From an optimization exercise on the open Yosys and OpenROAD flow, aimed at small area and a short achievable clock period; shortcuts taken in it are not production practice. In this exercise RTL edits were held to simulation tests only and were not proved equivalent to the original. No activity file was given, so power comes from the tool's default toggle rates.

===== design/flow/config.mk =====
export PLATFORM = sky130hd
export DESIGN_NAME = interrupt_controller
export DESIGN_NICKNAME = interrupt_controller
export VERILOG_FILES = /design/flow/design.v
export SDC_FILE = /design/flow/constraint.sdc
export NUM_CORES = 8
export LEC_CHECK = 0
export CAP_MARGIN = 20
export CORE_MARGIN = 2
export CORE_UTILIZATION = 40
export SLEW_MARGIN = 20

===== design/flow/constraint.sdc =====
create_clock -name core_clock -period 30.0 [get_ports {pclk_i}]
set_input_delay 6.0000 -clock core_clock [delete_from_list [all_inputs] [get_ports {pclk_i}]]
set_output_delay 6.0000 -clock core_clock [all_outputs]
set_load 0.01 [all_outputs]

===== design/flow/design.v =====
module interrupt_controller(
	pclk_i,
	prst_i,
	penable_i,
	pready_o,
	pwrite_i,
	paddr_i,
	pwdata_i,
	prdata_o,
	interrupt_active_i,
	interrupt_valid_o,
	interrupt_to_be_serviced_o,
	interrupt_serviced_i);
	parameter NUM_INTR=16;
	parameter WIDTH=$clog2(NUM_INTR);
	parameter S_NO_INTERRUPT = 3'b001;
	parameter S_ACTIVE_INTERRUPT = 3'b010;
	parameter S_SERVICED_DONE = 3'b100;
	input pclk_i,prst_i,penable_i,pwrite_i;
	input [WIDTH-1:0]paddr_i,pwdata_i;
	output reg pready_o;
	output reg [WIDTH-1:0] prdata_o;
	input [NUM_INTR-1:0]interrupt_active_i;
	input interrupt_serviced_i;
	output reg interrupt_valid_o;
	output reg [WIDTH-1:0] interrupt_to_be_serviced_o;
	reg [WIDTH-1:0] priority_reg[NUM_INTR-1:0];
	reg [2:0]state;
	integer i;
	reg flag;
	reg [WIDTH-1:0] highest_priority_value;
	reg [WIDTH-1:0] highest_priority_peri;
	always@(posedge pclk_i)begin
		if(prst_i==1)begin
			pready_o<=0;
			prdata_o<=0;
			for(i=0;i<NUM_INTR;i=i+1) priority_reg[i]<=0;
				end
		else begin
			if(penable_i)begin
				pready_o<=1;
				if(pwrite_i)begin
					priority_reg[paddr_i]<=pwdata_i;
				end
				else begin
					prdata_o<=priority_reg[paddr_i];
				end
			end
			else begin
				pready_o<=0;
			end
		end
	end
	always@(posedge pclk_i)begin
		if(prst_i==1)begin
			state<=S_NO_INTERRUPT;
			interrupt_valid_o<=0;
			flag=0;
			highest_priority_value=0;
	 		highest_priority_peri=0;
			interrupt_to_be_serviced_o<=0;
		end
		else begin
			case(state)
				S_NO_INTERRUPT:begin
					if(interrupt_active_i!=0) begin
						state<=S_ACTIVE_INTERRUPT;
						flag=1;
					end
					else state<=S_NO_INTERRUPT;
				end
				S_ACTIVE_INTERRUPT:begin
						flag=1;
						highest_priority_value=0;
						highest_priority_peri=0;
						for (i=0;i<NUM_INTR;i=i+1) begin
							if (interrupt_active_i[i] ==1 ) begin
								if (flag) begin
									highest_priority_value=priority_reg[i];
									highest_priority_peri=i;
									flag=0;
								end
								else begin
									if (highest_priority_value<priority_reg[i]) begin
										highest_priority_value=priority_reg[i];
										highest_priority_peri=i;
									end
						    	end
							end
						end
						interrupt_valid_o<=1;
						interrupt_to_be_serviced_o<=highest_priority_peri;
						state<=S_SERVICED_DONE;
						end
				S_SERVICED_DONE:begin
					if (interrupt_serviced_i)begin
						interrupt_valid_o<=0;
						interrupt_to_be_serviced_o<=0;
						highest_priority_value=0;
						highest_priority_peri=0;
						if (interrupt_active_i != 0) begin
							state<=S_ACTIVE_INTERRUPT;
							flag=1;
						end
						else begin
							state<= S_NO_INTERRUPT;
						end
					end
                end
				endcase
		end
end
endmodule

===== design/flow/run.sh =====
#!/bin/bash
# synth_recipe.tcl (not shown) runs the flow's synth.tcl, then flattens the netlist and writes it again
# the make line also repeats each setting of config.mk as NAME=value (left out here)
make -C /OpenROAD-flow-scripts/flow DESIGN_CONFIG=/design/flow/config.mk WORK_HOME=/design/flow/orfs CLKGATE_MAP_FILE= SYNTH_SCRIPT=/design/flow/synth_recipe.tcl finish

==> impl_metrics.xml, run 1 <==
<?xml version="1.0" encoding="UTF-8"?>
<metrics>
  <group name="run_status">
    <metric name="status" unit="">timing/DRC/antenna clean</metric>
  </group>
  <group name="placement">
    <metric name="dp_hpwl" unit="um">14200</metric>
    <metric name="placed_cell_area" unit="mm^2">0.00751</metric>
    <metric name="place.gp.congestion" unit="">0.947</metric>
    <metric name="dpl_worst_slack" unit="ns">0.219</metric>
    <metric name="buffer_ports.inserted" unit="">38</metric>
  </group>
  <group name="detailed_routing">
    <metric name="routed_wire_length_per_instance" unit="um">17.8</metric>
    <metric name="detailedRoute.firstPassIterationCount" unit="">5</metric>
    <metric name="viasPerCell" unit="">5.59</metric>
    <metric name="post-route-drc-count" unit="">0</metric>
    <metric name="drt.antenna.violating_nets" unit="">0</metric>
    <metric name="route.vias.total" unit="">5723</metric>
    <metric name="finalWirelength" unit="um">18300</metric>
    <metric name="drt-initial-drc-count" unit="">463</metric>
  </group>
  <group name="global_route">
    <metric name="grt_use_met2" unit="">0.325</metric>
    <metric name="grt_pass1_wl" unit="um">29500</metric>
    <metric name="vias_in_the_first_global_route" unit="">5625</metric>
    <metric name="grt_max_degree" unit="">30</metric>
    <metric name="globalRoute.busiestLayer" unit="">met2</metric>
    <metric name="grtUsageMet1" unit="">0.291</metric>
    <metric name="grt_overflow_total" unit="">0</metric>
    <metric name="antenna_violations_before_repair" unit="">1</metric>
    <metric name="grtUsageMet3" unit="">0.0329</metric>
    <metric name="grt_util_all_layers" unit="">0.205</metric>
  </group>
  <group name="floorplanning">
    <metric name="die_w" unit="um">135</metric>
    <metric name="initial_core_util" unit="">0.405</metric>
    <metric name="i_o_pins" unit="">39</metric>
    <metric name="die_height" unit="um">135</metric>
    <metric name="floorplan.core_area" unit="mm^2">0.0171</metric>
    <metric name="die_area" unit="mm^2">0.0183</metric>
    <metric name="row_count" unit="">48</metric>
  </group>
  <group name="layout">
    <metric name="post-route-cell-area" unit="mm^2">0.00807</metric>
    <metric name="ff_latch_area" unit="mm^2">0.00218</metric>
    <metric name="nFillCells" unit="">1626</metric>
    <metric name="antenna_cells" unit="">0</metric>
    <metric name="multiInputGateArea" unit="mm^2">0.00449</metric>
    <metric name="drive_above_1_share" unit="">0.160</metric>
    <metric name="largest_reg_flops" unit="">64</metric>
    <metric name="final_nets" unit="">881</metric>
    <metric name="syn_to_final_growth" unit="%">16.8</metric>
  </group>
  <group name="timing">
    <metric name="tns" unit="ns">0</metric>
    <metric name="layout_worst_path_cycle_share" unit="">0.946</metric>
    <metric name="timing.final.ws_setup" unit="ns">1.61</metric>
    <metric name="max_freq" unit="MHz">35.2</metric>
    <metric name="timing.final.crit_period" unit="ns">28.39</metric>
    <metric name="final_count_of_negative_setup_slack_endpoints" unit="">0</metric>
    <metric name="slew-limit-headroom" unit="">0.515</metric>
    <metric name="finClkSkew" unit="ns">0.00538</metric>
    <metric name="fin_hold_ws" unit="ns">0.503</metric>
    <metric name="tightest_slew" unit="ns">0.720</metric>
    <metric name="number_of_slew_limit_violations_in_the_final_report" unit="">0</metric>
    <metric name="final-hold-violation-count" unit="">0</metric>
  </group>
  <group name="worst_setup_path">
    <metric name="slowest_delay" unit="ns">0.57</metric>
    <metric name="buffers_inverters_on_critical_path" unit="">9</metric>
    <metric name="critPathTopFamily" unit="">compound AO/OA/AOI/OAI gates</metric>
    <metric name="setup.worst_path.start_class" unit="">primary input</metric>
    <metric name="setup.worst_path.start" unit="">interrupt_active_i[0]</metric>
    <metric name="r2r_setup_slack" unit="ns">7.46</metric>
    <metric name="timing.rr.end" unit="">interrupt_to_be_serviced_o[1]</metric>
    <metric name="worst_r2r_path_depth" unit="">116</metric>
    <metric name="data_required_time_of_the_worst_path" unit="ns">30.20</metric>
    <metric name="crit_top_cell" unit="">sky130_fd_sc_hd__ha_1</metric>
    <metric name="reg2reg_from" unit="">priority_reg[1][3]</metric>
    <metric name="critical_path.max_fanout" unit="">10</metric>
    <metric name="timing_worst_setup_path_type" unit="">in2reg</metric>
    <metric name="worst_path_max_delay_cell" unit="">sky130_fd_sc_hd__clkdlybuf4s50_1</metric>
    <metric name="worst_setup_path_end_kind" unit="">register</metric>
    <metric name="crit_arrival" unit="ns">28.59</metric>
  </group>
  <group name="clock_tree">
    <metric name="total_number_of_h_tree_levels" unit="">3</metric>
    <metric name="clock-root-buffer" unit="">sky130_fd_sc_hd__clkbuf_16</metric>
    <metric name="cts-buffers-inserted" unit="">9</metric>
    <metric name="tritoncts" unit="">built</metric>
    <metric name="worst_setup_hold_path_clk_slew" unit="ns">0.06</metric>
    <metric name="clk_lat_worst_skew" unit="ns">0.33</metric>
    <metric name="cts.hold.buffers_added" unit="">0</metric>
    <metric name="clock_tree_buf_depth" unit="">2</metric>
    <metric name="cts.sinks" unit="">77</metric>
  </group>
  <group name="synth">
    <metric name="synth_seq_area_share" unit="">0.316</metric>
    <metric name="synth_enable_flop_cells" unit="">64</metric>
    <metric name="synth_fp_nets" unit="">837</metric>
    <metric name="synth.cell_area" unit="mm^2">0.00690</metric>
    <metric name="mean_area_per_synthesized_cell" unit="um^2">9.21</metric>
    <metric name="flip_flop_and_latch_count_after_synthesis" unit="">77</metric>
    <metric name="cell_variety_after_synth" unit="">77</metric>
    <metric name="synthFlopType" unit="">sky130_fd_sc_hd__edfxtp_1</metric>
    <metric name="postSynth.asyncResetShare" unit="">0</metric>
    <metric name="synth_warnings" unit="">1</metric>
    <metric name="synthesis.instances" unit="">750</metric>
  </group>
  <group name="hold_path">
    <metric name="timing.hold.worst.class" unit="">reg2reg</metric>
    <metric name="worst_hold_startpoint" unit="">prdata_o[2]</metric>
    <metric name="hold_end" unit="">prdata_o[2]</metric>
    <metric name="hold-path-cell-count" unit="">2</metric>
  </group>
  <group name="power_and_ir_drop">
    <metric name="power-per-cell-area" unit="mW/mm^2">56.1</metric>
    <metric name="power_leakage" unit="nW">3.29</metric>
    <metric name="vdd.ir_drop.worst" unit="uV">37.8</metric>
    <metric name="power" unit="W">0.000452</metric>
  </group>
  <group name="job">
    <metric name="cap_viol_max_count" unit="">0</metric>
  </group>
</metrics>
-- per-stage QoR --
| step | instances | utilization |
|---|---|---|
| 2_1_floorplan | 750 | - |
| 3_3_place_gp | 995 | 0.440 |
| 3_5_place_dp | 995 | 0.440 |
| 4_1_cts | 1010 | 0.457 |
| 5_1_grt | 1023 | 0.473 |
| 6_report | 1023 | 0.473 |
-- power by group --
group	internal, W	total (W)	switching (W)
Sequential	0.000122	0.000129	0.00000701
Clock	0.0000642	0.000106	0.0000414
Combinational	0.0000960	0.000217	0.000121
-- cell usage after synthesis (4+ instances only) --
master,n,area (um^2)
sky130_fd_sc_hd__a21oi_1,29,145
sky130_fd_sc_hd__a21o_1,13,97.6
sky130_fd_sc_hd__o21ai_1,9,45.0
sky130_fd_sc_hd__o21ai_0,25,125
sky130_fd_sc_hd__o211ai_1,16,120
sky130_fd_sc_hd__inv_1,80,300
sky130_fd_sc_hd__a211oi_1,7,52.6
sky130_fd_sc_hd__ha_1,58,726
sky130_fd_sc_hd__nand3_1,21,105
sky130_fd_sc_hd__nand2b_1,11,68.8
sky130_fd_sc_hd__nor3_1,15,75.1
sky130_fd_sc_hd__clkbuf_1,18,67.6
sky130_fd_sc_hd__nand2_1,46,173
sky130_fd_sc_hd__o21ai_2,6,52.6
sky130_fd_sc_hd__and2_1,80,500
sky130_fd_sc_hd__a31oi_1,6,37.5
sky130_fd_sc_hd__mux2_2,8,90.1
sky130_fd_sc_hd__or2_2,19,119
sky130_fd_sc_hd__nand3b_1,7,52.6
sky130_fd_sc_hd__or3_1,4,25.0
sky130_fd_sc_hd__edfxtp_1,64,1920
sky130_fd_sc_hd__mux2i_1,9,90.1
sky130_fd_sc_hd__dfxtp_1,13,260
sky130_fd_sc_hd__o21a_1,14,105
sky130_fd_sc_hd__nor2b_1,12,75.1
sky130_fd_sc_hd__a32oi_1,4,35.0
sky130_fd_sc_hd__nor2_1,57,214
sky130_fd_sc_hd__mux4_2,20,450
-- worst register-to-register path: cells and delay by family, from the launching register on --
| family | cells | cell delay [ns] |
|---|---|---|
| buffers and inverters | 9 | 0.88 |
| and+or+nand+nor | 22 | 3.47 |
| muxes | 4 | 1.33 |
| DFF | 1 | 0.45 |
| AOI/OAI and AO/OA | 66 | 12.41 |
| adders and majority gates | 15 | 3.87 |
-- worst max-delay path by stage --
| stage | to | depth (start not counted) | slack [ns] |
|---|---|---|---|
| final | interrupt_to_be_serviced_o[1] | 117 | 1.61 |
| after global routing | interrupt_to_be_serviced_o[1] | 118 | -0.04 |
| after CTS | interrupt_to_be_serviced_o[2] | 116 | 0.44 |
| after detailed placement | interrupt_to_be_serviced_o[2] | 116 | 0.22 |
| after global placement | interrupt_to_be_serviced_o[2] | 116 | 0.74 |
| after floorplan | interrupt_to_be_serviced_o[2] | 118 | 3.12 |
-- what timing repair did --
action | CTS | global route
hold endpoints to repair | 0 | 0
endpoints found under the setup margin | 0 | 4
buffers inserted | 0 | 13
gates resized for setup | 0 | 31
-- layout by cell type (no fill, tap or decap), types with 3 or more instances in the layout --
cell and n:
sky130_fd_sc_hd__a21oi_2 4, sky130_fd_sc_hd__nor2_1 57, sky130_fd_sc_hd__o21ai_1 10, sky130_fd_sc_hd__o21ai_2 9
sky130_fd_sc_hd__or3_1 4, sky130_fd_sc_hd__nand3b_1 7, sky130_fd_sc_hd__a41oi_4 3, sky130_fd_sc_hd__clkdlybuf4s50_1 38
sky130_fd_sc_hd__o31ai_1 3, sky130_fd_sc_hd__and4_1 3, sky130_fd_sc_hd__a31o_2 3, sky130_fd_sc_hd__a31oi_1 6
sky130_fd_sc_hd__dfxtp_1 13, sky130_fd_sc_hd__mux2_2 8, sky130_fd_sc_hd__or2_2 19, sky130_fd_sc_hd__a211oi_1 5
sky130_fd_sc_hd__o21ai_0 21, sky130_fd_sc_hd__a22oi_1 3, sky130_fd_sc_hd__edfxtp_1 64, sky130_fd_sc_hd__o31a_1 3
sky130_fd_sc_hd__a211oi_2 4, sky130_fd_sc_hd__buf_4 19, sky130_fd_sc_hd__a21oi_1 26, sky130_fd_sc_hd__and2_1 79
sky130_fd_sc_hd__mux4_2 20, sky130_fd_sc_hd__a21o_1 13, sky130_fd_sc_hd__clkbuf_16 9, sky130_fd_sc_hd__o211ai_1 16
sky130_fd_sc_hd__nand3_1 21, sky130_fd_sc_hd__o21a_1 14, sky130_fd_sc_hd__nand2_1 46, sky130_fd_sc_hd__ha_1 58
sky130_fd_sc_hd__nand2b_1 11, sky130_fd_sc_hd__nor2b_1 12, sky130_fd_sc_hd__mux2i_1 7, sky130_fd_sc_hd__inv_1 80
sky130_fd_sc_hd__nor3_1 14, sky130_fd_sc_hd__a32oi_2 3
-- area by class of cell --
| cell class | count | area share |
|---|---|---|
| multi-input cells | 568 | 0.557 |
| flip-flops and latches | 77 | 0.271 |
| repair buffers | 57 | 0.0648 |
| inverters | 81 | 0.0377 |
| well taps | 225 | 0.0349 |
| clock buffers | 10 | 0.0284 |
| clock inverters | 5 | 0.00714 |
-- layer usage --
| layer | wire (um) | vias to the layer above |
|---|---|---|
| li1 | - | 2815 |
| met1 | 8730 | 2737 |
| met2 | 8360 | 143 |
| met3 | 836 | 26 |
| met4 | 319 | 2 |
| met5 | 10 | - |
-- cell families (layout without fill, tap and decap cells) --
kind of cell,Yosys count,in the layout,synth area share
AND/OR/NAND/NOR,291,291,0.228
AO/OA/AOI/OAI,181,181,0.199
buffers and inverters,105,153,0.0587
flip-flops,77,77,0.316
adder cells (fa/ha/maj),58,58,0.105
multiplexers,38,38,0.0935
==> inputs of run 2 (changes only) <==
==> design/flow/design.v (replaced) <==
module interrupt_controller(
	pclk_i,
	prst_i,
	penable_i,
	pready_o,
	pwrite_i,
	paddr_i,
	pwdata_i,
	prdata_o,
	interrupt_active_i,
	interrupt_valid_o,
	interrupt_to_be_serviced_o,
	interrupt_serviced_i);
	input pclk_i,prst_i,penable_i,pwrite_i;
	input [3:0] paddr_i,pwdata_i;
	output reg pready_o;
	output reg [3:0] prdata_o;
	input [15:0] interrupt_active_i;
	input interrupt_serviced_i;
	output reg interrupt_valid_o;
	output reg [3:0] interrupt_to_be_serviced_o;
	reg arb;
	integer i;
	genvar g;
	reg [15:0] pb3, pb2, pb1, pb0;
	wire [3:0] wdata = pwdata_i & {4{~prst_i}};
	wire wr = penable_i & pwrite_i;
	wire [15:0] sel;
	generate
		for (g = 0; g < 16; g = g + 1) begin : regs
			assign sel[g] = paddr_i == g;
			always @(posedge pclk_i)
				if (prst_i | (wr & sel[g])) begin
					pb3[g] <= wdata[3];
					pb2[g] <= wdata[2];
					pb1[g] <= wdata[1];
					pb0[g] <= wdata[0];
				end
		end
	endgenerate
	wire [3:0] rdata = {|(sel & pb3), |(sel & pb2), |(sel & pb1), |(sel & pb0)};
	always @(posedge pclk_i) begin
		pready_o <= penable_i & ~prst_i;
		if (prst_i | (penable_i & ~pwrite_i))
			prdata_o <= rdata & {4{~prst_i}};
	end
	wire [15:0] c3 = interrupt_active_i;
	wire h3 = |(c3 & pb3);
	wire h2 = h3 ? |(c3 & pb3 & pb2) : |(c3 & pb2);
	wire [15:0] c1 = c3 & (pb3 | {16{~h3}}) & (pb2 | {16{~h2}});
	wire h1 = |(c1 & pb1);
	wire h0 = h1 ? |(c1 & pb1 & pb0) : |(c1 & pb0);
	wire [15:0] cw = c1 & (pb1 | {16{~h1}}) & (pb0 | {16{~h0}});
	wire [3:0] nz, lo_odd, lo_hi;
	generate
		for (g = 0; g < 4; g = g + 1) begin : quad
			wire [3:0] q = cw[4*g+3:4*g];
			assign nz[g] = |q;
			assign lo_hi[g] = ~q[0] & ~q[1];
			assign lo_odd[g] = ~q[0] & (q[1] | ~q[2]);
		end
	endgenerate
	wire [3:0] fq = {nz[3] & ~nz[2] & ~nz[1] & ~nz[0], nz[2] & ~nz[1] & ~nz[0],
	                 nz[1] & ~nz[0], nz[0]};
	wire [3:0] winner = {fq[3] | fq[2], fq[3] | fq[1], |(fq & lo_hi), |(fq & lo_odd)};
	always @(posedge pclk_i) begin
		if (prst_i) begin
			arb <= 1'b0;
			interrupt_valid_o <= 1'b0;
			interrupt_to_be_serviced_o <= 4'd0;
		end else begin
			arb <= (|interrupt_active_i) &
			       ((~arb & ~interrupt_valid_o) | (interrupt_valid_o & interrupt_serviced_i));
			interrupt_valid_o <= arb | (interrupt_valid_o & ~interrupt_serviced_i);
			if (arb) interrupt_to_be_serviced_o <= winner;
			else if (interrupt_serviced_i) interrupt_to_be_serviced_o <= 4'd0;
		end
	end
endmodule
==> design/flow/flow/run.sh (new file) <==
#!/bin/bash
# Own layout flow: the standard flow, with smaller port buffers and
# timing repair aimed below the clock period.
set -euo pipefail
bash standard.sh \
  "BUFFER_PORTS_ARGS=-buffer_cell sky130_fd_sc_hd__buf_2" \
  "SETUP_SLACK_MARGIN=21" \
  finish > standard_flow.log 2>&1
==> design/flow/standard.sh (new file) <==
#!/bin/bash
# synth_recipe.tcl (not shown) runs the flow's synth.tcl, then flattens the netlist and writes it again
# the make line also repeats each setting of config.mk as NAME=value (left out here)
make -C /OpenROAD-flow-scripts/flow DESIGN_CONFIG=/design/flow/config.mk WORK_HOME=/design/flow/orfs CLKGATE_MAP_FILE= SYNTH_SCRIPT=/design/flow/synth_recipe.tcl "${@:-finish}"
--- a/design/flow/config.mk
+++ b/design/flow/config.mk
@@ -5,6 +5,7 @@
 export SDC_FILE = /design/flow/constraint.sdc
 export NUM_CORES = 8
 export LEC_CHECK = 0
+export ABC_AREA = 1
 export CAP_MARGIN = 20
 export CORE_MARGIN = 2
 export CORE_UTILIZATION = 40
removed: design/flow/run.sh
==> run 2 against run 1 <==
Compared with the run above: still clean; core utilization up 0.27 points; combinational power down 68%; non-clock buffer count down 8; clock skew down 0.00084 ns; register-to-register slack better by 19 ns; highest routed layer is now met4.
==> impl_metrics.xml, run 2 <==
<?xml version="1.0" encoding="UTF-8"?>
<metrics>
  <group name="floorplanning">
    <metric name="i_o_pins" unit="">39</metric>
    <metric name="die_height" unit="um">112</metric>
    <metric name="initial_core_util" unit="">0.412</metric>
    <metric name="floorplan.core_area" unit="mm^2">0.0114</metric>
    <metric name="die_w" unit="um">112</metric>
    <metric name="row_count" unit="">39</metric>
    <metric name="die_area" unit="mm^2">0.0126</metric>
  </group>
  <group name="layout">
    <metric name="mostFrequentLayoutCell" unit="">sky130_fd_sc_hd__nand2_1</metric>
    <metric name="syn_to_final_growth" unit="%">15.6</metric>
    <metric name="final_cell_count_no_fill" unit="">840</metric>
    <metric name="antenna_cells" unit="">0</metric>
    <metric name="nFillCells" unit="">1192</metric>
    <metric name="drive_above_1_share" unit="">0.131</metric>
    <metric name="final_nets" unit="">721</metric>
    <metric name="final_cell_mix" unit="">184 x sky130_fd_sc_hd__nand2_1, 100 x sky130_fd_sc_hd__inv_1, 85 x sky130_fd_sc_hd__nor2_1</metric>
  </group>
  <group name="clock_tree">
    <metric name="clock_tree_buf_depth" unit="">2</metric>
    <metric name="tritoncts" unit="">built</metric>
    <metric name="clock-root-buffer" unit="">sky130_fd_sc_hd__clkbuf_16</metric>
    <metric name="cts-buffers-inserted" unit="">9</metric>
    <metric name="cts.hold.buffers_added" unit="">0</metric>
    <metric name="cts.sinks" unit="">75</metric>
    <metric name="worst_setup_hold_path_clk_slew" unit="ns">0.06</metric>
    <metric name="clk_lat_worst_skew" unit="ns">0.35</metric>
    <metric name="total_number_of_h_tree_levels" unit="">3</metric>
  </group>
  <group name="detailed_routing">
    <metric name="post-route-drc-count" unit="">0</metric>
    <metric name="drt-initial-drc-count" unit="">481</metric>
    <metric name="drt.antenna.violating_nets" unit="">0</metric>
    <metric name="detailedRoute.firstPassIterationCount" unit="">5</metric>
    <metric name="route.vias.total" unit="">4594</metric>
    <metric name="finalWirelength" unit="um">15300</metric>
    <metric name="viasPerCell" unit="">5.47</metric>
    <metric name="routed_wire_length_per_instance" unit="um">18.2</metric>
  </group>
  <group name="synth">
    <metric name="synth.cell_area" unit="mm^2">0.00470</metric>
    <metric name="postSynth.asyncResetShare" unit="">0</metric>
    <metric name="synth_enable_flop_cells" unit="">68</metric>
    <metric name="flip_flop_and_latch_count_after_synthesis" unit="">75</metric>
    <metric name="post_synth_main_area_contributors" unit="">sky130_fd_sc_hd__edfxtp_1 43%, sky130_fd_sc_hd__nand2_1 15%, sky130_fd_sc_hd__inv_1 8.0%, sky130_fd_sc_hd__nor2_1 7.3%, sky130_fd_sc_hd__nand3_1 6.2%</metric>
    <metric name="mean_area_per_synthesized_cell" unit="um^2">7.35</metric>
    <metric name="synth_commonest_cells" unit="">184 x sky130_fd_sc_hd__nand2_1, 100 x sky130_fd_sc_hd__inv_1, 92 x sky130_fd_sc_hd__nor2_1</metric>
    <metric name="synth_seq_area_share" unit="">0.464</metric>
    <metric name="synth_top_cell_area_share" unit="">0.435</metric>
    <metric name="synth_fp_nets" unit="">668</metric>
    <metric name="cell_variety_after_synth" unit="">32</metric>
    <metric name="synthesis.instances" unit="">639</metric>
    <metric name="synth_largest_area_cell" unit="">sky130_fd_sc_hd__edfxtp_1</metric>
    <metric name="synth_warnings" unit="">1</metric>
    <metric name="synth_most_common_cell" unit="">sky130_fd_sc_hd__nand2_1</metric>
    <metric name="synthFlopType" unit="">sky130_fd_sc_hd__edfxtp_1</metric>
  </group>
  <group name="worst_setup_path">
    <metric name="setup.worst_path.start_class" unit="">primary input</metric>
    <metric name="reg2reg_from" unit="">pb3[14]</metric>
    <metric name="crit_top_cell" unit="">sky130_fd_sc_hd__nand2_1</metric>
    <metric name="crit_arrival" unit="ns">8.91</metric>
    <metric name="setup.worst_path.start" unit="">interrupt_active_i[14]</metric>
    <metric name="timing_worst_setup_path_type" unit="">in2reg</metric>
    <metric name="worst_r2r_path_depth" unit="">25</metric>
    <metric name="data_required_time_of_the_worst_path" unit="ns">30.29</metric>
    <metric name="critical_path.max_fanout" unit="">7</metric>
    <metric name="slowest_delay" unit="ns">0.33</metric>
    <metric name="worst_path_max_delay_cell" unit="">sky130_fd_sc_hd__a21oi_1</metric>
    <metric name="worst_setup_path_end_kind" unit="">register</metric>
  </group>
  <group name="timing">
    <metric name="tns" unit="ns">0</metric>
    <metric name="number_of_slew_limit_violations_in_the_final_report" unit="">0</metric>
    <metric name="layout_worst_path_cycle_share" unit="">0.287</metric>
    <metric name="timing.final.crit_period" unit="ns">8.62</metric>
    <metric name="timing.final.ws_setup" unit="ns">21.38</metric>
    <metric name="finClkSkew" unit="ns">0.00455</metric>
    <metric name="rsz_0062_raised_after_global_routing" unit="">no</metric>
    <metric name="slew-limit-headroom" unit="">0.329</metric>
    <metric name="max_freq" unit="MHz">116</metric>
    <metric name="final_count_of_negative_setup_slack_endpoints" unit="">0</metric>
    <metric name="final-hold-violation-count" unit="">0</metric>
    <metric name="tightest_slew" unit="ns">1.00</metric>
  </group>
  <group name="placement">
    <metric name="dp_hpwl" unit="um">12300</metric>
    <metric name="placed_cells" unit="">813</metric>
    <metric name="buffer_ports.inserted" unit="">38</metric>
    <metric name="place.gp.congestion" unit="">0.936</metric>
    <metric name="dpl_worst_slack" unit="ns">20.70</metric>
  </group>
  <group name="global_route">
    <metric name="vias_in_the_first_global_route" unit="">4134</metric>
    <metric name="grt_use_met2" unit="">0.376</metric>
    <metric name="grt_pass1_wl" unit="um">23300</metric>
    <metric name="grtUsageMet3" unit="">0.0340</metric>
    <metric name="antenna_violations_before_repair" unit="">0</metric>
    <metric name="grt_overflow_total" unit="">0</metric>
    <metric name="globalRoute.busiestLayer" unit="">met2</metric>
    <metric name="grt_max_degree" unit="">18</metric>
    <metric name="grtUsageMet1" unit="">0.363</metric>
    <metric name="grt_util_all_layers" unit="">0.249</metric>
  </group>
  <group name="power_and_ir_drop">
    <metric name="vdd.ir_drop.worst" unit="uV">36.3</metric>
    <metric name="power-per-cell-area" unit="mW/mm^2">57.6</metric>
    <metric name="power_leakage" unit="nW">2.47</metric>
    <metric name="power" unit="W">0.000313</metric>
  </group>
  <group name="job">
    <metric name="cap_viol_max_count" unit="">0</metric>
  </group>
  <group name="hold_path">
    <metric name="hold-path-cell-count" unit="">2</metric>
    <metric name="worst_hold_startpoint" unit="">interrupt_to_be_serviced_o[3]</metric>
    <metric name="timing.hold.worst.class" unit="">reg2reg</metric>
  </group>
  <group name="run_status">
    <metric name="status" unit="">timing/DRC/antenna clean</metric>
  </group>
</metrics>
## run 2: cell types whose count changed after synthesis, moves of 14 or more
cell and delta:
sky130_fd_sc_hd__clkbuf_1 -15, sky130_fd_sc_hd__mux4_2 -20, sky130_fd_sc_hd__ha_1 -58, sky130_fd_sc_hd__nor2_1 +35, sky130_fd_sc_hd__nand2_1 +138, sky130_fd_sc_hd__or2_2 -19
sky130_fd_sc_hd__o22ai_1 +17, sky130_fd_sc_hd__inv_1 +20, sky130_fd_sc_hd__nand3_1 +37, sky130_fd_sc_hd__a21oi_1 -15, sky130_fd_sc_hd__nand4_1 +15, sky130_fd_sc_hd__and2_1 -79
sky130_fd_sc_hd__o21a_1 -14
## run 2: kinds of logic after synthesis
logic type / count (synthesis) / synth area share
compound gates: 78 / 0.0993
buf+inv: 110 / 0.0942
flops: 75 / 0.464
simple gates: 376 / 0.342
## run 2: timing repair
item	CTS	global route
endpoints found under the setup margin	0	4
resized for setup	0	7
buffers inserted	0	11
## run 2: power by group
part	total, W	internal, W	switching, W
Combinational	0.0000704	0.0000243	0.0000461
Sequential	0.000132	0.000125	0.00000765
Clock	0.000110	0.0000640	0.0000464
## run 2: critical path: cells and delay by family
kind / cells / cell delay [ns]
compound gates: 3 / 0.55
simple gates: 17 / 1.68
buf+inv: 6 / 0.68
## run 2: final timing paths
kind              slack [ns]                            end
setup / recovery       21.38  interrupt_to_be_serviced_o[0]
hold / removal          0.46  interrupt_to_be_serviced_o[3]
setup reg to reg       26.69  interrupt_to_be_serviced_o[0]
hold reg to reg         0.46  interrupt_to_be_serviced_o[3]
## run 2: layer usage
layer	share of wire	wire, um	up-vias
met4	0.028	430	0
met5	0	0	-
met1	0.45	6930	2136
met3	0.079	1210	27
met2	0.44	6750	214
li1	-	-	2217
## run 2: area by class of cell
class,instances,area [um^2],area share
well taps,143,179,0.0329
flip-flops and latches,75,2180,0.402
clock buffers,9,225,0.0415
inverters,103,387,0.0712
clock inverters,7,68.8,0.0127
repair buffers,49,285,0.0525
multi-input cells,454,2100,0.387
## run 2: metrics by stage
| stage | cell area (um^2) | hold slack [ns] | util |
|---|---|---|---|
| 6_report | 5430 | 0.461 | 0.476 |
| 5_1_grt | 5430 | 0.485 | 0.476 |
| 4_1_cts | 5310 | 0.464 | 0.465 |
| 3_5_place_dp | 5010 | 0.454 | 0.439 |
| 3_3_place_gp | 5010 | 0.451 | 0.439 |
| 2_1_floorplan | 4700 | 0.481 | - |
==> inputs of run 3 (changes only) <==
--- a/design/flow/design.v
+++ b/design/flow/design.v
@@ -51,18 +51,14 @@
 	wire h1 = |(c1 & pb1);
 	wire h0 = h1 ? |(c1 & pb1 & pb0) : |(c1 & pb0);
 	wire [15:0] cw = c1 & (pb1 | {16{~h1}}) & (pb0 | {16{~h0}});
-	wire [3:0] nz, lo_odd, lo_hi;
-	generate
-		for (g = 0; g < 4; g = g + 1) begin : quad
-			wire [3:0] q = cw[4*g+3:4*g];
-			assign nz[g] = |q;
-			assign lo_hi[g] = ~q[0] & ~q[1];
-			assign lo_odd[g] = ~q[0] & (q[1] | ~q[2]);
-		end
-	endgenerate
-	wire [3:0] fq = {nz[3] & ~nz[2] & ~nz[1] & ~nz[0], nz[2] & ~nz[1] & ~nz[0],
-	                 nz[1] & ~nz[0], nz[0]};
-	wire [3:0] winner = {fq[3] | fq[2], fq[3] | fq[1], |(fq & lo_hi), |(fq & lo_odd)};
+	wire [3:0] winner;
+	wire lo8 = |cw[7:0];
+	wire [7:0] e8 = lo8 ? cw[7:0] : cw[15:8];
+	wire lo4 = |e8[3:0];
+	wire [3:0] e4 = lo4 ? e8[3:0] : e8[7:4];
+	wire lo2 = |e4[1:0];
+	wire [1:0] e2 = lo2 ? e4[1:0] : e4[3:2];
+	assign winner = {~lo8 & (|cw[15:8]), ~lo4, ~lo2, ~e2[0]} & {4{|cw}};
 	always @(posedge pclk_i) begin
 		if (prst_i) begin
 			arb <= 1'b0;
==> design/flow/run.sh (new file) <==
#!/bin/bash
# synth_recipe.tcl (not shown) runs the flow's synth.tcl, then flattens the netlist and writes it again
# the make line also repeats each setting of config.mk as NAME=value (left out here)
make -C /OpenROAD-flow-scripts/flow DESIGN_CONFIG=/design/flow/config.mk WORK_HOME=/design/flow/orfs CLKGATE_MAP_FILE= SYNTH_SCRIPT=/design/flow/synth_recipe.tcl finish
removed: design/flow/flow/run.sh
removed: design/flow/standard.sh
==> run 3 against run 2 <==
Compared with the run above: via count decreased by 4.1%; largest power group unchanged; highest routed layer unchanged; combinational power shrank 6.8%; design area grew 1.3%; count of clock-buffer cells in the layout rose by 5.
==> impl_metrics.xml, run 3 <==
<?xml version="1.0" encoding="UTF-8"?>
<metrics>
  <group name="run_status">
    <metric name="status" unit="">timing/DRC/antenna clean</metric>
  </group>
  <group name="global_route">
    <metric name="grt_max_degree" unit="">18</metric>
    <metric name="grt_util_all_layers" unit="">0.264</metric>
    <metric name="grt_overflow_total" unit="">0</metric>
    <metric name="vias_in_the_first_global_route" unit="">4249</metric>
    <metric name="grt_pass1_wl" unit="um">24400</metric>
    <metric name="antenna_violations_before_repair" unit="">0</metric>
  </group>
  <group name="detailed_routing">
    <metric name="post-route-drc-count" unit="">0</metric>
    <metric name="routed_wire_length_per_instance" unit="um">19.6</metric>
    <metric name="drt.antenna.violating_nets" unit="">0</metric>
    <metric name="drt-initial-drc-count" unit="">332</metric>
    <metric name="route.vias.total" unit="">4407</metric>
    <metric name="detailedRoute.firstPassIterationCount" unit="">4</metric>
    <metric name="finalWirelength" unit="um">16000</metric>
    <metric name="viasPerCell" unit="">5.39</metric>
  </group>
  <group name="layout">
    <metric name="final_cell_count_no_fill" unit="">817</metric>
    <metric name="antenna_cells" unit="">0</metric>
    <metric name="final_nets" unit="">698</metric>
    <metric name="mostFrequentLayoutCell" unit="">sky130_fd_sc_hd__nand2_1</metric>
    <metric name="finalCoreUtilization" unit="">0.482</metric>
    <metric name="post-route-cell-area" unit="mm^2">0.00550</metric>
    <metric name="nFillCells" unit="">1156</metric>
    <metric name="syn_to_final_growth" unit="%">17.5</metric>
    <metric name="drive_above_1_share" unit="">0.0682</metric>
    <metric name="final_cell_mix" unit="">171 x sky130_fd_sc_hd__nand2_1, 101 x sky130_fd_sc_hd__inv_1, 69 x sky130_fd_sc_hd__nor2_1</metric>
  </group>
  <group name="worst_setup_path">
    <metric name="worst_path_max_delay_cell" unit="">sky130_fd_sc_hd__clkdlybuf4s50_1</metric>
    <metric name="setup.worst_path.start_class" unit="">primary input</metric>
    <metric name="timing_worst_setup_path_type" unit="">in2reg</metric>
    <metric name="crit_arrival" unit="ns">10.16</metric>
    <metric name="critPathTopFamily" unit="">simple AND/OR/NAND/NOR gates</metric>
    <metric name="buffers_inverters_on_critical_path" unit="">2</metric>
    <metric name="critical_path.max_fanout" unit="">16</metric>
    <metric name="data_required_time_of_the_worst_path" unit="ns">30.21</metric>
    <metric name="slowest_delay" unit="ns">0.47</metric>
    <metric name="worst_setup_path_end_kind" unit="">register</metric>
    <metric name="crit_top_cell" unit="">sky130_fd_sc_hd__nand2_1</metric>
  </group>
  <group name="synth">
    <metric name="synth_top_cell_area_share" unit="">0.436</metric>
    <metric name="synthesis.instances" unit="">625</metric>
    <metric name="mean_area_per_synthesized_cell" unit="um^2">7.50</metric>
    <metric name="synth_most_common_cell" unit="">sky130_fd_sc_hd__nand2_1</metric>
    <metric name="synth.cell_area" unit="mm^2">0.00469</metric>
    <metric name="flip_flop_and_latch_count_after_synthesis" unit="">75</metric>
    <metric name="synth_warnings" unit="">1</metric>
    <metric name="synthFlopType" unit="">sky130_fd_sc_hd__edfxtp_1</metric>
    <metric name="synth_seq_area_share" unit="">0.466</metric>
    <metric name="post_synth_main_area_contributors" unit="">sky130_fd_sc_hd__edfxtp_1 44%, sky130_fd_sc_hd__nand2_1 14%, sky130_fd_sc_hd__inv_1 8.1%, sky130_fd_sc_hd__nand3_1 6.1%, sky130_fd_sc_hd__nor2_1 5.6%</metric>
    <metric name="synth_fp_nets" unit="">654</metric>
    <metric name="synth_enable_flop_cells" unit="">68</metric>
    <metric name="synth_largest_area_cell" unit="">sky130_fd_sc_hd__edfxtp_1</metric>
    <metric name="postSynth.asyncResetShare" unit="">0</metric>
    <metric name="cell_variety_after_synth" unit="">34</metric>
    <metric name="synth_commonest_cells" unit="">171 x sky130_fd_sc_hd__nand2_1, 101 x sky130_fd_sc_hd__inv_1, 70 x sky130_fd_sc_hd__nor2_1</metric>
  </group>
  <group name="clock_tree">
    <metric name="buffers_inserted_during_post_cts_setup_optimization" unit="">0</metric>
    <metric name="cts.sinks" unit="">75</metric>
    <metric name="tritoncts" unit="">built</metric>
    <metric name="total_number_of_h_tree_levels" unit="">3</metric>
    <metric name="post_cts_resize_count" unit="">0</metric>
    <metric name="cts.hold.buffers_added" unit="">0</metric>
    <metric name="clock-root-buffer" unit="">sky130_fd_sc_hd__clkbuf_16</metric>
    <metric name="cts-buffers-inserted" unit="">9</metric>
    <metric name="clk_lat_worst_skew" unit="ns">0.35</metric>
    <metric name="clock_tree_buf_depth" unit="">2</metric>
    <metric name="worst_setup_hold_path_clk_slew" unit="ns">0.06</metric>
  </group>
  <group name="timing">
    <metric name="tightest_slew" unit="ns">0.864</metric>
    <metric name="final_count_of_negative_setup_slack_endpoints" unit="">0</metric>
    <metric name="timing.final.crit_period" unit="ns">9.95</metric>
    <metric name="max_freq" unit="MHz">101</metric>
    <metric name="number_of_slew_limit_violations_in_the_final_report" unit="">0</metric>
    <metric name="finClkSkew" unit="ns">0.00713</metric>
    <metric name="final-hold-violation-count" unit="">0</metric>
    <metric name="rsz_0062_raised_after_global_routing" unit="">no</metric>
    <metric name="timing.final.ws_setup" unit="ns">20.05</metric>
    <metric name="tns" unit="ns">0</metric>
    <metric name="layout_worst_path_cycle_share" unit="">0.332</metric>
    <metric name="slew-limit-headroom" unit="">0.423</metric>
  </group>
  <group name="placement">
    <metric name="placed_cell_area" unit="mm^2">0.00520</metric>
    <metric name="dp_hpwl" unit="um">12400</metric>
    <metric name="placed_cells" unit="">801</metric>
    <metric name="buffer_ports.inserted" unit="">38</metric>
    <metric name="dpl_worst_slack" unit="ns">19.73</metric>
    <metric name="place.gp.congestion" unit="">1.00</metric>
  </group>
  <group name="floorplanning">
    <metric name="die_area" unit="mm^2">0.0126</metric>
    <metric name="initial_core_util" unit="">0.410</metric>
    <metric name="row_count" unit="">39</metric>
    <metric name="floorplan.core_area" unit="mm^2">0.0114</metric>
    <metric name="die_w" unit="um">112</metric>
    <metric name="die_height" unit="um">112</metric>
    <metric name="i_o_pins" unit="">39</metric>
  </group>
  <group name="power_and_ir_drop">
    <metric name="vdd.ir_drop.worst" unit="uV">41.9</metric>
    <metric name="power-per-cell-area" unit="mW/mm^2">55.9</metric>
    <metric name="power_leakage" unit="nW">2.44</metric>
  </group>
  <group name="hold_path">
    <metric name="timing.hold.worst.class" unit="">reg2reg</metric>
  </group>
  <group name="job">
    <metric name="cap_viol_max_count" unit="">0</metric>
  </group>
</metrics>
[run 3: cells by family (layout without fill, tap and decap cells)]
logic type | Yosys count | count (layout) | share of synthesized area
and+or+nand+nor | 349 | 349 | 0.326
AOI/OAI and AO/OA | 89 | 89 | 0.111
buffers and inverters | 112 | 161 | 0.0977
DFF | 75 | 75 | 0.466
[run 3: stage by stage]
stage               hold slack [ns]  power, W
floorplan                     0.487  0.000176
global placement              0.454  0.000200
detailed placement            0.463  0.000199
CTS                           0.471  0.000308
global route                  0.498  0.000322
finish                        0.468  0.000308
[run 3: layout make-up]
| class | instances | area, um^2 | share of cell area |
|---|---|---|---|
| sequential | 75 | 2180 | 0.396 |
| multi-input combinational | 438 | 2050 | 0.372 |
| timing repair buffer | 41 | 403 | 0.0732 |
| inverter | 104 | 393 | 0.0714 |
| clock buffer | 14 | 264 | 0.0480 |
| tap | 143 | 179 | 0.0325 |
| clock inverter | 2 | 35.0 | 0.00637 |
[run 3: worst reg2reg max path: cells and delay by family (launching register included)]
kind                   cells  cell delay, ns
DFF                        1            0.45
buffers and inverters      1            0.05
and+or+nand+nor           26            3.58
AOI/OAI and AO/OA          1            0.05
[run 3: worst paths after layout]
kind,start,to,slack (ns),cells after the start
worst max-delay path,interrupt_active_i[0],interrupt_to_be_serviced_o[0],20.05,29
worst min-delay path,interrupt_to_be_serviced_o[1],interrupt_to_be_serviced_o[1],0.47,2
worst max register to register,pb3[2],interrupt_to_be_serviced_o[0],25.75,28
worst min register to register,interrupt_to_be_serviced_o[1],interrupt_to_be_serviced_o[1],0.47,2
[run 3: per-layer routing]
layer,GRT usage,part of all wire
met5,0,0
met1,0.361,0.45
met4,0.122,0.041
met2,0.411,0.44
met3,0.0470,0.068
[run 3: power breakdown]
part,internal [W],switching [W]
sequential,0.000125,0.00000791
combinational,0.0000214,0.0000442
clock,0.0000688,0.0000408
==> inputs of run 4 (changes only) <==
--- a/design/flow/design.v
+++ b/design/flow/design.v
@@ -51,14 +51,18 @@
 	wire h1 = |(c1 & pb1);
 	wire h0 = h1 ? |(c1 & pb1 & pb0) : |(c1 & pb0);
 	wire [15:0] cw = c1 & (pb1 | {16{~h1}}) & (pb0 | {16{~h0}});
-	wire [3:0] winner;
-	wire lo8 = |cw[7:0];
-	wire [7:0] e8 = lo8 ? cw[7:0] : cw[15:8];
-	wire lo4 = |e8[3:0];
-	wire [3:0] e4 = lo4 ? e8[3:0] : e8[7:4];
-	wire lo2 = |e4[1:0];
-	wire [1:0] e2 = lo2 ? e4[1:0] : e4[3:2];
-	assign winner = {~lo8 & (|cw[15:8]), ~lo4, ~lo2, ~e2[0]} & {4{|cw}};
+	wire [3:0] nz, lo_odd, lo_hi;
+	generate
+		for (g = 0; g < 4; g = g + 1) begin : quad
+			wire [3:0] q = cw[4*g+3:4*g];
+			assign nz[g] = |q;
+			assign lo_hi[g] = ~q[0] & ~q[1];
+			assign lo_odd[g] = ~q[0] & (q[1] | ~q[2]);
+		end
+	endgenerate
+	wire [3:0] fq = {nz[3] & ~nz[2] & ~nz[1] & ~nz[0], nz[2] & ~nz[1] & ~nz[0],
+	                 nz[1] & ~nz[0], nz[0]};
+	wire [3:0] winner = {fq[3] | fq[2], fq[3] | fq[1], |(fq & lo_hi), |(fq & lo_odd)};
 	always @(posedge pclk_i) begin
 		if (prst_i) begin
 			arb <= 1'b0;
==> design/flow/flow/run.sh (new file) <==
#!/bin/bash
# Own layout flow: the standard flow (standard.sh) with
#  - the standard synthesis, except that ABC maps with flow/abc.script
#    (registers are mapped before ABC runs, so they are unchanged),
#  - smaller port buffers,
#  - timing repair aimed at a setup slack margin below the clock period.
# Each step's full output is in standard_flow.log and ORFS's logs/.
set -euo pipefail
source flow/params.sh
export MY_ABC_SCRIPT=$PWD/flow/abc.script
args=("BUFFER_PORTS_ARGS=-buffer_cell $PORT_BUF" "SETUP_SLACK_MARGIN=$MARGIN")
if [[ "${OWN_ABC:-1}" == 1 ]]; then args+=("SYNTH_SCRIPT=$PWD/flow/synth.tcl"); fi
bash standard.sh "${args[@]}" finish > standard_flow.log 2>&1
==> design/flow/flow/abc.script (new file) <==
&get -n
 &st
 &dch
 &nf -R 1000
 &put
 topo
 upsize -c
 dnsize -c
==> design/flow/flow/params.sh (new file) <==
PORT_BUF=sky130_fd_sc_hd__buf_1
MARGIN=21
==> design/flow/flow/synth.tcl (new file) <==
# synth_recipe.tcl (the standard synthesis), with ABC's script replaced by
# flow/abc.script when MY_ABC_SCRIPT names it.
proc synth {args} { yosys synth -nofsm -noshare {*}$args }
proc abc {args} {
  set i [lsearch -exact $args -script]
  if { $i >= 0 && [info exists ::env(MY_ABC_SCRIPT)] } {
    lset args [expr {$i + 1}] $::env(MY_ABC_SCRIPT)
  }
  puts "abc wrapper: $args"
  yosys abc {*}$args
}
source $::env(SCRIPTS_DIR)/synth.tcl
# left out here: clear keep_hierarchy, flatten, clean up, hide names made inside functions, write 1_2_yosys.v
==> design/flow/standard.sh (new file) <==
#!/bin/bash
# synth_recipe.tcl (not shown) runs the flow's synth.tcl, then flattens the netlist and writes it again
# the make line also repeats each setting of config.mk as NAME=value (left out here)
make -C /OpenROAD-flow-scripts/flow DESIGN_CONFIG=/design/flow/config.mk WORK_HOME=/design/flow/orfs CLKGATE_MAP_FILE= SYNTH_SCRIPT=/design/flow/synth_recipe.tcl "${@:-finish}"
--- a/design/flow/config.mk
+++ b/design/flow/config.mk
@@ -9,4 +9,5 @@
 export CAP_MARGIN = 20
 export CORE_MARGIN = 2
 export CORE_UTILIZATION = 40
+export CTS_BUF_LIST = sky130_fd_sc_hd__clkbuf_8
 export SLEW_MARGIN = 20
removed: design/flow/run.sh
==> run 4 against run 3 <==
Compared with the run above: highest routed layer unchanged; first-iteration DRC count increased by 80%; register-to-register slack got worse by 0.03 ns; critical path type unchanged; count of clock-buffer cells in the layout decreased by 5; global-route usage decreased by 2.8 points; critical endpoint unchanged; worst hold slack got worse by 0.013 ns.
==> impl_metrics.xml, run 4 <==
<?xml version="1.0" encoding="UTF-8"?>
<metrics>
  <group name="run_status">
    <metric name="status" unit="">timing/DRC/antenna clean</metric>
  </group>
  <group name="layout">
    <metric name="ff_latch_area" unit="mm^2">0.00218</metric>
    <metric name="final_cell_count_no_fill" unit="">536</metric>
    <metric name="antenna_cells" unit="">0</metric>
    <metric name="final_nets" unit="">427</metric>
    <metric name="nFillCells" unit="">879</metric>
    <metric name="final_cell_mix" unit="">68 x sky130_fd_sc_hd__edfxtp_1, 33 x sky130_fd_sc_hd__a22oi_1, 26 x sky130_fd_sc_hd__buf_1</metric>
    <metric name="post-route-cell-area" unit="mm^2">0.00508</metric>
    <metric name="mostFrequentLayoutCell" unit="">sky130_fd_sc_hd__edfxtp_1</metric>
    <metric name="syn_to_final_growth" unit="%">24.3</metric>
    <metric name="drive_above_1_share" unit="">0.273</metric>
    <metric name="multiInputGateArea" unit="mm^2">0.00209</metric>
  </group>
  <group name="timing">
    <metric name="final_count_of_negative_setup_slack_endpoints" unit="">0</metric>
    <metric name="fin_hold_ws" unit="ns">0.455</metric>
    <metric name="tns" unit="ns">0</metric>
    <metric name="layout_worst_path_cycle_share" unit="">0.316</metric>
    <metric name="rsz_0062_raised_after_global_routing" unit="">yes</metric>
    <metric name="finClkSkew" unit="ns">0.0116</metric>
    <metric name="number_of_slew_limit_violations_in_the_final_report" unit="">0</metric>
    <metric name="timing.final.crit_period" unit="ns">9.47</metric>
    <metric name="slew-limit-headroom" unit="">0.313</metric>
    <metric name="final-hold-violation-count" unit="">0</metric>
    <metric name="max_freq" unit="MHz">106</metric>
    <metric name="tightest_slew" unit="ns">1.03</metric>
  </group>
  <group name="floorplanning">
    <metric name="i_o_pins" unit="">39</metric>
    <metric name="die_height" unit="um">105</metric>
    <metric name="die_area" unit="mm^2">0.0110</metric>
    <metric name="die_w" unit="um">105</metric>
    <metric name="row_count" unit="">36</metric>
    <metric name="initial_core_util" unit="">0.415</metric>
    <metric name="floorplan.core_area" unit="mm^2">0.00986</metric>
  </group>
  <group name="worst_setup_path">
    <metric name="worst_setup_path_end_kind" unit="">register</metric>
    <metric name="crit_arrival" unit="ns">9.77</metric>
    <metric name="buffers_inverters_on_critical_path" unit="">4</metric>
    <metric name="timing.rr.end" unit="">interrupt_to_be_serviced_o[0]</metric>
    <metric name="reg2reg_from" unit="">pb3[3]</metric>
    <metric name="critical_path.max_fanout" unit="">8</metric>
    <metric name="data_required_time_of_the_worst_path" unit="ns">30.31</metric>
    <metric name="slowest_delay" unit="ns">0.44</metric>
    <metric name="timing_worst_setup_path_type" unit="">in2reg</metric>
    <metric name="critical_path_cell_sequence" unit="">buf_8 -&gt; a222oi_1 -&gt; nand3_2 -&gt; nor2_8 -&gt; a211oi_4 -&gt; buf_6 -&gt; o221a_4 -&gt; and2_4 -&gt; a2111oi_4 -&gt; nand3_4 -&gt; nor2_8 -&gt; a211oi_4 -&gt; buf_4 -&gt; o221ai_1 -&gt; nand2_1 -&gt; nor2_4 -&gt; buf_4 -&gt; o21ai_2 -&gt; o32a_1 -&gt; o21ai_1 -&gt; o21ai_1 -&gt; a21oi_1</metric>
    <metric name="r2r_setup_slack" unit="ns">25.72</metric>
    <metric name="setup.worst_path.start" unit="">interrupt_active_i[4]</metric>
    <metric name="critPathTopFamily" unit="">compound AO/OA/AOI/OAI gates</metric>
    <metric name="worst_r2r_path_depth" unit="">21</metric>
    <metric name="setup.worst_path.start_class" unit="">primary input</metric>
    <metric name="worst_path_max_delay_cell" unit="">sky130_fd_sc_hd__a2111oi_4</metric>
  </group>
  <group name="clock_tree">
    <metric name="worst_setup_hold_path_clk_slew" unit="ns">0.08</metric>
    <metric name="clock-root-buffer" unit="">sky130_fd_sc_hd__clkbuf_8</metric>
    <metric name="clk_lat_worst_skew" unit="ns">0.37</metric>
    <metric name="total_number_of_h_tree_levels" unit="">3</metric>
    <metric name="cts-buffers-inserted" unit="">9</metric>
    <metric name="cts.sinks" unit="">75</metric>
    <metric name="tritoncts" unit="">built</metric>
    <metric name="clock_tree_buf_depth" unit="">2</metric>
  </group>
  <group name="synth">
    <metric name="synthesis.instances" unit="">322</metric>
    <metric name="synth_most_common_cell" unit="">sky130_fd_sc_hd__edfxtp_1</metric>
    <metric name="synth_largest_area_cell" unit="">sky130_fd_sc_hd__edfxtp_1</metric>
    <metric name="cell_variety_after_synth" unit="">51</metric>
    <metric name="synth.cell_area" unit="mm^2">0.00409</metric>
    <metric name="synth_commonest_cells" unit="">68 x sky130_fd_sc_hd__edfxtp_1, 34 x sky130_fd_sc_hd__a22oi_1, 19 x sky130_fd_sc_hd__nor2_1</metric>
    <metric name="synth_enable_flop_cells" unit="">68</metric>
    <metric name="synth_fp_nets" unit="">351</metric>
    <metric name="synth_top_cell_area_share" unit="">0.499</metric>
    <metric name="synth_seq_area_share" unit="">0.534</metric>
    <metric name="mean_area_per_synthesized_cell" unit="um^2">12.7</metric>
    <metric name="post_synth_main_area_contributors" unit="">sky130_fd_sc_hd__edfxtp_1 50%, sky130_fd_sc_hd__a22oi_1 6.2%, sky130_fd_sc_hd__o221a_2 5.0%, sky130_fd_sc_hd__dfxtp_1 3.4%, sky130_fd_sc_hd__a21o_1 3.1%</metric>
    <metric name="synthFlopType" unit="">sky130_fd_sc_hd__edfxtp_1</metric>
    <metric name="postSynth.asyncResetShare" unit="">0</metric>
    <metric name="flip_flop_and_latch_count_after_synthesis" unit="">75</metric>
    <metric name="synth_warnings" unit="">1</metric>
  </group>
  <group name="placement">
    <metric name="place.gp.congestion" unit="">0.958</metric>
    <metric name="placed_cells" unit="">496</metric>
    <metric name="dp_hpwl" unit="um">9330</metric>
    <metric name="placed_cell_area" unit="mm^2">0.00442</metric>
    <metric name="buffer_ports.inserted" unit="">38</metric>
  </group>
  <group name="detailed_routing">
    <metric name="drt.antenna.violating_nets" unit="">0</metric>
    <metric name="viasPerCell" unit="">6.77</metric>
    <metric name="post-route-drc-count" unit="">0</metric>
    <metric name="finalWirelength" unit="um">13100</metric>
    <metric name="routed_wire_length_per_instance" unit="um">24.4</metric>
    <metric name="drt-initial-drc-count" unit="">599</metric>
    <metric name="detailedRoute.firstPassIterationCount" unit="">5</metric>
    <metric name="route.vias.total" unit="">3627</metric>
  </group>
  <group name="job">
    <metric name="cap_viol_max_count" unit="">0</metric>
  </group>
  <group name="hold_path">
    <metric name="hold_end" unit="">interrupt_to_be_serviced_o[1]</metric>
    <metric name="worst_hold_startpoint" unit="">interrupt_to_be_serviced_o[1]</metric>
    <metric name="hold-path-cell-count" unit="">2</metric>
    <metric name="timing.hold.worst.class" unit="">reg2reg</metric>
  </group>
  <group name="global_route">
    <metric name="grt_util_all_layers" unit="">0.236</metric>
    <metric name="grt_pass1_wl" unit="um">19500</metric>
    <metric name="grt_max_degree" unit="">33</metric>
    <metric name="antenna_violations_before_repair" unit="">0</metric>
    <metric name="grt_overflow_total" unit="">0</metric>
    <metric name="vias_in_the_first_global_route" unit="">3406</metric>
  </group>
  <group name="power_and_ir_drop">
    <metric name="power" unit="W">0.000268</metric>
    <metric name="power_leakage" unit="nW">1.86</metric>
    <metric name="power-per-cell-area" unit="mW/mm^2">52.7</metric>
    <metric name="vdd.ir_drop.worst" unit="uV">23.9</metric>
  </group>
</metrics>
[run 4: cell types whose count changed after synthesis, moves of 10 or more]
cell / delta
sky130_fd_sc_hd__o221ai_1: +10
sky130_fd_sc_hd__nand2_2: -10
sky130_fd_sc_hd__a31oi_1: +10
sky130_fd_sc_hd__nand2_1: -156
sky130_fd_sc_hd__a22o_1: +10
sky130_fd_sc_hd__a22oi_1: +33
sky130_fd_sc_hd__o21ai_0: -34
sky130_fd_sc_hd__o22ai_1: -18
sky130_fd_sc_hd__a21o_1: +17
sky130_fd_sc_hd__nor2_1: -51
sky130_fd_sc_hd__nand3_1: -55
sky130_fd_sc_hd__o221a_2: +18
sky130_fd_sc_hd__a21oi_1: -14
sky130_fd_sc_hd__inv_1: -101
[run 4: logic make-up after synthesis]
group	after synthesis	share of synthesized area
buffers and inverters	4	0.00367
AO/OA/AOI/OAI	142	0.305
flip-flops	75	0.534
AND/OR/NAND/NOR	101	0.158
[run 4: worst max path at each step]
stage                                         end  cells after the start
floorplan           interrupt_to_be_serviced_o[0]                     18
global placement    interrupt_to_be_serviced_o[0]                     19
detailed placement  interrupt_to_be_serviced_o[1]                     19
CTS                 interrupt_to_be_serviced_o[1]                     21
global route        interrupt_to_be_serviced_o[2]                     22
finish              interrupt_to_be_serviced_o[0]                     22
[run 4: repair_timing]
action,4_1_cts,5_1_grt
endpoints found under the setup margin,4,4
hold buffers,0,0
buffers inserted,13,11
gates resized for setup,30,39
pin swaps,21,26
gates cloned,0,0
[run 4: report_power, final]
group          total (W)  switching, W  internal [W]
Clock          0.0000664     0.0000376     0.0000288
Sequential      0.000137     0.0000121      0.000125
Combinational  0.0000648     0.0000354     0.0000295
[run 4: area by class of cell]
| class | count | share of cell area |
|---|---|---|
| inverter | 4 | 0.00295 |
| clock inverter | 7 | 0.00689 |
| timing repair buffer | 65 | 0.0916 |
| tap | 133 | 0.0328 |
| sequential | 75 | 0.429 |
| multi-input combinational | 243 | 0.412 |
| clock buffer | 9 | 0.0244 |
[run 4: worst register-to-register path, stage by stage, from the launching register on]
cell and delay, ns:
sky130_fd_sc_hd__edfxtp_1 0.48, sky130_fd_sc_hd__a222oi_1 0.47, sky130_fd_sc_hd__nand3_2 0.21, sky130_fd_sc_hd__nor2_8 0.15, sky130_fd_sc_hd__a211oi_4 0.08, sky130_fd_sc_hd__buf_6 0.15
sky130_fd_sc_hd__o221a_4 0.24, sky130_fd_sc_hd__and2_4 0.18, sky130_fd_sc_hd__a2111oi_4 0.44, sky130_fd_sc_hd__nand3_4 0.14, sky130_fd_sc_hd__nor2_8 0.12, sky130_fd_sc_hd__a211oi_4 0.08
sky130_fd_sc_hd__buf_4 0.17, sky130_fd_sc_hd__o221ai_1 0.21, sky130_fd_sc_hd__nand2_1 0.16, sky130_fd_sc_hd__nor2_4 0.17, sky130_fd_sc_hd__buf_4 0.12, sky130_fd_sc_hd__o21ai_2 0.06
sky130_fd_sc_hd__o32a_1 0.33, sky130_fd_sc_hd__o21ai_1 0.08, sky130_fd_sc_hd__o21ai_1 0.07, sky130_fd_sc_hd__a21oi_1 0.12
[run 4: stage by stage]
stage           util  setup WS [ns]
3_5_place_dp   0.448          19.65
2_1_floorplan      -          20.44
4_1_cts        0.486          20.56
6_report       0.515          20.53
5_1_grt        0.515          20.36
3_3_place_gp   0.448          19.72
[run 4: per-layer routing]
layer / vias to the layer above / track usage / part of all wire
li1: 1573 / - / -
met1: 1748 / 0.324 / 0.41
met2: 252 / 0.349 / 0.45
met3: 54 / 0.0362 / 0.087
met4: 0 / 0.150 / 0.057
met5: - / 0 / 0
==> inputs of run 5 (changes only) <==
==> design/flow/flow/params.sh (replaced) <==
PORT_BUF=sky130_fd_sc_hd__buf_1
MARGIN=21
OWN_ABC=0
==> run 5 against run 4 <==
Compared with the run above: highest routed layer unchanged; sequential power shrank 4%; critical path depth grew 5; synthesized cell count grew 98%; critical endpoint unchanged.
==> impl_metrics.xml, run 5 <==
<?xml version="1.0" encoding="UTF-8"?>
<metrics>
  <group name="floorplanning">
    <metric name="die_w" unit="um">112</metric>
    <metric name="floorplan.core_area" unit="mm^2">0.0114</metric>
    <metric name="i_o_pins" unit="">39</metric>
    <metric name="initial_core_util" unit="">0.412</metric>
    <metric name="row_count" unit="">39</metric>
    <metric name="die_height" unit="um">112</metric>
  </group>
  <group name="worst_setup_path">
    <metric name="crit_top_cell" unit="">sky130_fd_sc_hd__nand2_1</metric>
    <metric name="worst_r2r_path_depth" unit="">26</metric>
    <metric name="timing.rr.end" unit="">interrupt_to_be_serviced_o[0]</metric>
    <metric name="crit_arrival" unit="ns">8.97</metric>
    <metric name="timing_worst_setup_path_type" unit="">in2reg</metric>
    <metric name="worst_setup_path_end_kind" unit="">register</metric>
    <metric name="critical_path.max_fanout" unit="">16</metric>
    <metric name="cp-endpoint" unit="">interrupt_to_be_serviced_o[0]</metric>
  </group>
  <group name="timing">
    <metric name="layout_worst_path_cycle_share" unit="">0.289</metric>
    <metric name="final-hold-violation-count" unit="">0</metric>
    <metric name="final_count_of_negative_setup_slack_endpoints" unit="">0</metric>
    <metric name="timing.final.crit_period" unit="ns">8.66</metric>
    <metric name="max_freq" unit="MHz">115</metric>
    <metric name="rsz_0062_raised_after_global_routing" unit="">no</metric>
    <metric name="tightest_slew" unit="ns">0.896</metric>
  </group>
  <group name="synth">
    <metric name="synth.cell_area" unit="mm^2">0.00470</metric>
    <metric name="synth_commonest_cells" unit="">184 x sky130_fd_sc_hd__nand2_1, 100 x sky130_fd_sc_hd__inv_1, 92 x sky130_fd_sc_hd__nor2_1</metric>
    <metric name="synthesis.instances" unit="">639</metric>
    <metric name="synth_seq_area_share" unit="">0.464</metric>
    <metric name="synth_enable_flop_cells" unit="">68</metric>
    <metric name="flip_flop_and_latch_count_after_synthesis" unit="">75</metric>
    <metric name="post_synth_main_area_contributors" unit="">sky130_fd_sc_hd__edfxtp_1 43%, sky130_fd_sc_hd__nand2_1 15%, sky130_fd_sc_hd__inv_1 8.0%, sky130_fd_sc_hd__nor2_1 7.3%, sky130_fd_sc_hd__nand3_1 6.2%</metric>
    <metric name="mean_area_per_synthesized_cell" unit="um^2">7.35</metric>
    <metric name="synthFlopType" unit="">sky130_fd_sc_hd__edfxtp_1</metric>
    <metric name="cell_variety_after_synth" unit="">32</metric>
    <metric name="synth_fp_nets" unit="">668</metric>
  </group>
  <group name="detailed_routing">
    <metric name="routed_wire_length_per_instance" unit="um">18.5</metric>
    <metric name="drt-initial-drc-count" unit="">615</metric>
    <metric name="post-route-drc-count" unit="">0</metric>
    <metric name="detailedRoute.firstPassIterationCount" unit="">7</metric>
    <metric name="wl_met3" unit="um">1310</metric>
    <metric name="route.vias.total" unit="">4533</metric>
    <metric name="top_layer" unit="">met4</metric>
    <metric name="viasPerCell" unit="">5.40</metric>
    <metric name="met2_length" unit="um">6940</metric>
    <metric name="wl_met1" unit="um">6820</metric>
  </group>
  <group name="clock_tree">
    <metric name="tritoncts" unit="">built</metric>
    <metric name="cts.sinks" unit="">75</metric>
    <metric name="worst_setup_hold_path_clk_slew" unit="ns">0.08</metric>
    <metric name="cts-buffers-inserted" unit="">9</metric>
    <metric name="clock-root-buffer" unit="">sky130_fd_sc_hd__clkbuf_8</metric>
    <metric name="cts.hold.buffers_added" unit="">0</metric>
    <metric name="clk_lat_worst_skew" unit="ns">0.37</metric>
    <metric name="clock_tree_buf_depth" unit="">2</metric>
  </group>
  <group name="global_route">
    <metric name="vias_in_the_first_global_route" unit="">4214</metric>
    <metric name="antenna_violations_before_repair" unit="">0</metric>
    <metric name="grt_max_degree" unit="">18</metric>
    <metric name="grt_util_all_layers" unit="">0.250</metric>
    <metric name="grt_pass1_wl" unit="um">23400</metric>
  </group>
  <group name="layout">
    <metric name="finalCoreUtilization" unit="">0.459</metric>
    <metric name="post-route-cell-area" unit="mm^2">0.00524</metric>
    <metric name="antenna_cells" unit="">0</metric>
    <metric name="nFillCells" unit="">1210</metric>
    <metric name="drive_above_1_share" unit="">0.0661</metric>
    <metric name="syn_to_final_growth" unit="%">11.6</metric>
  </group>
  <group name="power_and_ir_drop">
    <metric name="power-per-cell-area" unit="mW/mm^2">52.6</metric>
    <metric name="vdd.ir_drop.worst" unit="uV">36.0</metric>
    <metric name="power_leakage" unit="nW">2.31</metric>
  </group>
  <group name="hold_path">
    <metric name="timing.hold.worst.class" unit="">reg2reg</metric>
  </group>
  <group name="placement">
    <metric name="dp_hpwl" unit="um">12400</metric>
    <metric name="placed_cell_area" unit="mm^2">0.00497</metric>
    <metric name="buffer_ports.inserted" unit="">38</metric>
    <metric name="place.gp.congestion" unit="">0.981</metric>
  </group>
  <group name="job">
    <metric name="cap_viol_max_count" unit="">0</metric>
  </group>
  <group name="run_status">
    <metric name="status" unit="">timing/DRC/antenna clean</metric>
  </group>
</metrics>
[run 5: cell count changes after synthesis, sizes merged, moves of 10 or more]
cell,previous run,this run
o221ai,10,0
o221a,22,0
inv,0,101
a21oi,5,16
nand3,5,58
o22ai,1,18
nor2,23,97
a22o,10,0
a21o,17,0
o21ai,5,30
a22oi,34,0
nand2,16,195
[run 5: metal layers]
metal  track usage  vias to the layer above
met5             0                        -
met4        0.0813                        0
li1              -                     2213
met1         0.353                     2055
met2         0.389                      236
met3        0.0491                       29
[run 5: through the flow]
step | cells | worst slack [ns]
after global routing | 839 | 21.02
after global placement | 814 | 20.70
after CTS | 830 | 21.00
after floorplan | 639 | 21.73
final | 839 | 21.34
after detailed placement | 814 | 20.63
[run 5: area by class of cell]
cell class / instances / area (um^2) / area share
clock buffer: 9 / 124 / 0.0236
multi-input combinational: 454 / 2090 / 0.399
timing repair buffer: 48 / 218 / 0.0415
clock inverter: 7 / 61.3 / 0.0117
sequential: 75 / 2180 / 0.416
tap: 143 / 179 / 0.0341
inverter: 103 / 387 / 0.0737
[run 5: worst max-delay path, delay by kind of cell]
family	cells	cell delay, ns
simple gates	23	2.54
compound gates	1	0.12
buf+inv	3	0.31
[run 5: repair_timing]
item,CTS,global route
gates resized for setup,0,1
buffers inserted,0,9
endpoints found under the setup margin,0,4
[run 5: cell families (layout without fill, tap and decap cells)]
logic type | count (synthesis) | after routing | share of synthesized area
AOI/OAI and AO/OA | 78 | 78 | 0.0993
buffers and inverters | 110 | 167 | 0.0942
DFF | 75 | 75 | 0.464
and+or+nand+nor | 376 | 376 | 0.342
[run 5: worst min path at each step]
stage / startpoint / end / slack, ns / depth (start not counted)
after global placement: interrupt_to_be_serviced_o[3] / interrupt_to_be_serviced_o[3] / 0.45 / 2
after CTS: interrupt_to_be_serviced_o[2] / interrupt_to_be_serviced_o[2] / 0.47 / 2
after detailed placement: interrupt_to_be_serviced_o[2] / interrupt_to_be_serviced_o[2] / 0.46 / 2
after global routing: interrupt_to_be_serviced_o[2] / interrupt_to_be_serviced_o[2] / 0.51 / 2
final: interrupt_to_be_serviced_o[2] / interrupt_to_be_serviced_o[2] / 0.47 / 2
after floorplan: interrupt_to_be_serviced_o[3] / interrupt_to_be_serviced_o[3] / 0.48 / 2
[run 5: report_power, final]
group / total, W / switching [W] / internal (W) / leakage, nW
combinational: 0.0000669 / 0.0000455 / 0.0000214 / 1.50
clock: 0.0000765 / 0.0000391 / 0.0000374 / 0.0953
sequential: 0.000132 / 0.00000778 / 0.000124 / 0.719

[what the ideal ports hide]
In the flow no input, the clock included, has a driving cell. The finished layouts below were timed again as built, in two steps.
Step 1, drivers: a clkbuf_16 drives pclk_i and a buf_2 each remaining input, both assumed.
Step 2, shift: input delay + t, output delay - t, t = (earliest + latest rising clock arrival at the registers) / 2. This alone moves slack from input paths to output paths.
Slacks: ideal ports / drivers / drivers and shift; pairs: ideal ports / drivers.
| run | shift t [ns] | slack for setup (ns) | worst hold slack (ns) | worst setup path at the end | latest minus earliest clock arrival (ns) |
|---|---|---|---|---|---|
| run 1 | 0.367 | 1.606 / 1.623 / 1.256 | 0.503 / 0.503 / 0.503 | input to register | 0.006 / 0.006 |
| run 2 | 0.388 | 21.377 / 21.397 / 21.010 | 0.461 / 0.461 / 0.461 | input to register | 0.005 / 0.005 |
| run 3 | 0.386 | 20.054 / 20.072 / 19.687 | 0.468 / 0.468 / 0.468 | input to register | 0.011 / 0.011 |
| run 4 | 0.399 | 20.534 / 20.525 / 20.126 | 0.455 / 0.455 / 0.455 | input to register | 0.012 / 0.011 |
| run 5 | 0.403 | 21.338 / 21.350 / 20.946 | 0.467 / 0.467 / 0.467 | input to register | 0.014 / 0.013 |
After both steps setup and hold are still met in every run listed. The setup slack of run 4, which loses most, moves by -0.009 ns with the drivers and by -0.408 ns with both steps.
